Context: an optimization exercise on an open-source flow, tuned for small area and a short achievable clock period. The choices shown serve that exercise and are no tape-out recipe.
RTL that was checked went through simulation tests only; none was proved equivalent to the original.
Power figures rest on the tool's default switching activity, not on a simulated workload.

==> flow/design.v (excerpt) <==
module glm_update_datapath
#(
    parameter VALUES_PER_LINE = 4
)
(
    input  logic clk,
    input  logic reset,
    input  logic trigger,
    input  logic [31:0] scalar,
    input  logic [32*VALUES_PER_LINE-1:0] vector,
    input  logic [32*VALUES_PER_LINE-1:0] model,
    output logic [32*VALUES_PER_LINE-1:0] result,
    output logic result_valid
);
    localparam LAT = 9;
    logic [LAT-1:0] valid;
    always_ff @(posedge clk)
    begin
        if (reset)
            valid <= '0;
        else
            valid <= {valid[LAT-2:0], trigger};
    end
    assign result_valid = valid[LAT-1];
    wire [25:0] bm = {2'b00, 1'b1, scalar[22:0]};
    logic [12:0] enc_one, enc_two, enc_neg;
    always_comb
    begin
        for (int j = 0; j < 13; j++)
        begin
            logic b1, b0, bl;
            b1 = bm[2*j+1];
            b0 = bm[2*j];
            bl = (j > 0) ? bm[2*j-1] : 1'b0;
  ...
Settings: LEC_CHECK=0, CAP_MARGIN=20, CORE_MARGIN=2, CORE_UTILIZATION=55, SETUP_SLACK_MARGIN=5, SLEW_MARGIN=20; clock period 10.0 ns.
standard.sh (not shown) runs the stock make flow with config.mk's settings and CLKGATE_MAP_FILE= SYNTH_SCRIPT=/design/flow/synth_recipe.tcl, a recipe that flattens the netlist after the stock synthesis.
==> flow/flow/run.sh <==
#!/bin/bash
set -euo pipefail
MARGIN=${MARGIN:-6}
sed -E "s/SETUP_SLACK_MARGIN=[0-9.]+/SETUP_SLACK_MARGIN=${MARGIN}/" standard.sh > standard_margin.sh
bash standard_margin.sh > standard.log 2>&1
Edit:
--- a/flow/design.v
+++ b/flow/design.v
@@ -973,41 +973,45 @@
         for (int j = 0; j < 13; j++)
         begin
             logic b1, b0, bl;
             b1 = bm[2*j+1];
             b0 = bm[2*j];
             bl = (j > 0) ? bm[2*j-1] : 1'b0;
             enc_one[j] = b0 ^ bl;
             enc_two[j] = (b1 & ~b0 & ~bl) | (~b1 & b0 & bl);
             enc_neg[j] = b1;
         end
     end
+    logic [12:0] c0_one, c0_two, c0_neg;
     logic        c0_sa, c0_za, c0_ia, c0_na;
     logic [7:0]  c0_ea;
     always_ff @(posedge clk)
     begin
+        c0_one <= enc_one;
+        c0_two <= enc_two;
+        c0_neg <= enc_neg;
         c0_sa  <= scalar[31];
         c0_ea  <= scalar[30:23];
         c0_za  <= (scalar[30:23] == 8'd0);
         c0_ia  <= (scalar[30:23] == 8'hFF) && (scalar[22:0] == 23'd0);
         c0_na  <= (scalar[30:23] == 8'hFF) && (scalar[22:0] != 23'd0);
     end
     genvar i;
     generate
         for (i = 0; i < VALUES_PER_LINE; i = i + 1)
         begin: gen_lane
             glm_update_lane lane (
                 .clk(clk),
-                .one(enc_one),
-                .two(enc_two),
-                .neg(enc_neg),
+                .one(c0_one),
+                .two(c0_two),
+                .neg(c0_neg),
                 .sa(c0_sa),
                 .ea(c0_ea),
                 .za(c0_za),
                 .ia(c0_ia),
                 .na(c0_na),
                 .vector(vector[32*i +: 32]),
                 .model(model[32*i +: 32]),
                 .result(result[32*i +: 32]));
         end
     endgenerate
 endmodule  
@@ -1018,45 +1022,40 @@
     input  logic [12:0] two,
     input  logic [12:0] neg,
     input  logic        sa,
     input  logic [7:0]  ea,
     input  logic        za,
     input  logic        ia,
     input  logic        na,
     input  logic [31:0] vector,
     input  logic [31:0] model,
     output logic [31:0] result
 );
-    wire        vnz = (vector[30:23] != 8'd0);
     logic [31:0] c0_b, c0_m;
-    logic [12:0] c0_one, c0_two, c0_neg;
     always_ff @(posedge clk)
     begin
-        c0_b   <= vector;
-        c0_m   <= model;
-        c0_one <= one & {13{vnz}};
-        c0_two <= two & {13{vnz}};
-        c0_neg <= neg & {13{vnz}};
+        c0_b <= vector;
+        c0_m <= model;
     end
     wire [31:0] b = c0_b;
     wire       zb = (b[30:23] == 8'd0);
     wire       xb = (b[30:23] == 8'hFF);
     wire       fb = (b[22:0] != 23'd0);
     wire       ib = xb & ~fb;
     wire       nb = xb & fb;
     wire [47:0] px, py;
     glm_mul mul (
         .clk(clk),
-        .one(c0_one),
-        .two(c0_two),
-        .neg(c0_neg),
+        .one(one),
+        .two(two),
+        .neg(neg),
         .a({1'b1, b[22:0]}),
         .x(px),
         .y(py));
     logic        c1_sign, c1_nan, c1_inf, c1_zero;
     logic [9:0]  c1_exp;
     logic [47:0] c1_x, c1_y;
     logic [31:0] c1_m;
     always_ff @(posedge clk)
     begin
         c1_sign <= sa ^ b[31];
         c1_nan  <= na | nb | (ia & zb) | (za & ib);
Result: Area after synthesis came out lower by a few percent. Worst hold slack hardly moves. Combinational power hardly moves. Cell area went down slightly. Core utilization climbs by 1.6 points. Sequential power decreases by a few percent. Setup slack degrades by 86 ps. Routed wire length rises by a few percent.
Only the layout flow was run in the first run of this note; the RTL was not checked for function there.

[what the ideal ports hide]
How much do the figures lean on ideal ports? The routed layouts below were timed once more, with nothing changed but the port constraints. Step 1: set_driving_cell puts a clkbuf_16 on clk and a buf_2 on each other input, an assumption about the parent block. Step 2 times the ports against the registers' clock, not the clock port: input delays grow and output delays shrink by t, the midpoint of the rising clock arrivals with the driver on. a / b / c = ideal ports / drivers / drivers and shift; a / b = the first two.
run	shift t [ns]	slack for setup (ns)	latest minus earliest clock arrival (ns)	slew at the worst register clock pin (ns)	cell pins on the clock port's net
the first run	1.003	6.020 / 5.985 / 5.549	0.065 / 0.064	0.07 / 0.07	1
the second run	1.007	5.934 / 5.934 / 5.699	0.055 / 0.055	0.07 / 0.07	1
After both steps every run listed still meets setup and hold. For the first run, which loses most, drivers alone change the setup slack by -0.035 ns; drivers and shift together by -0.471 ns.
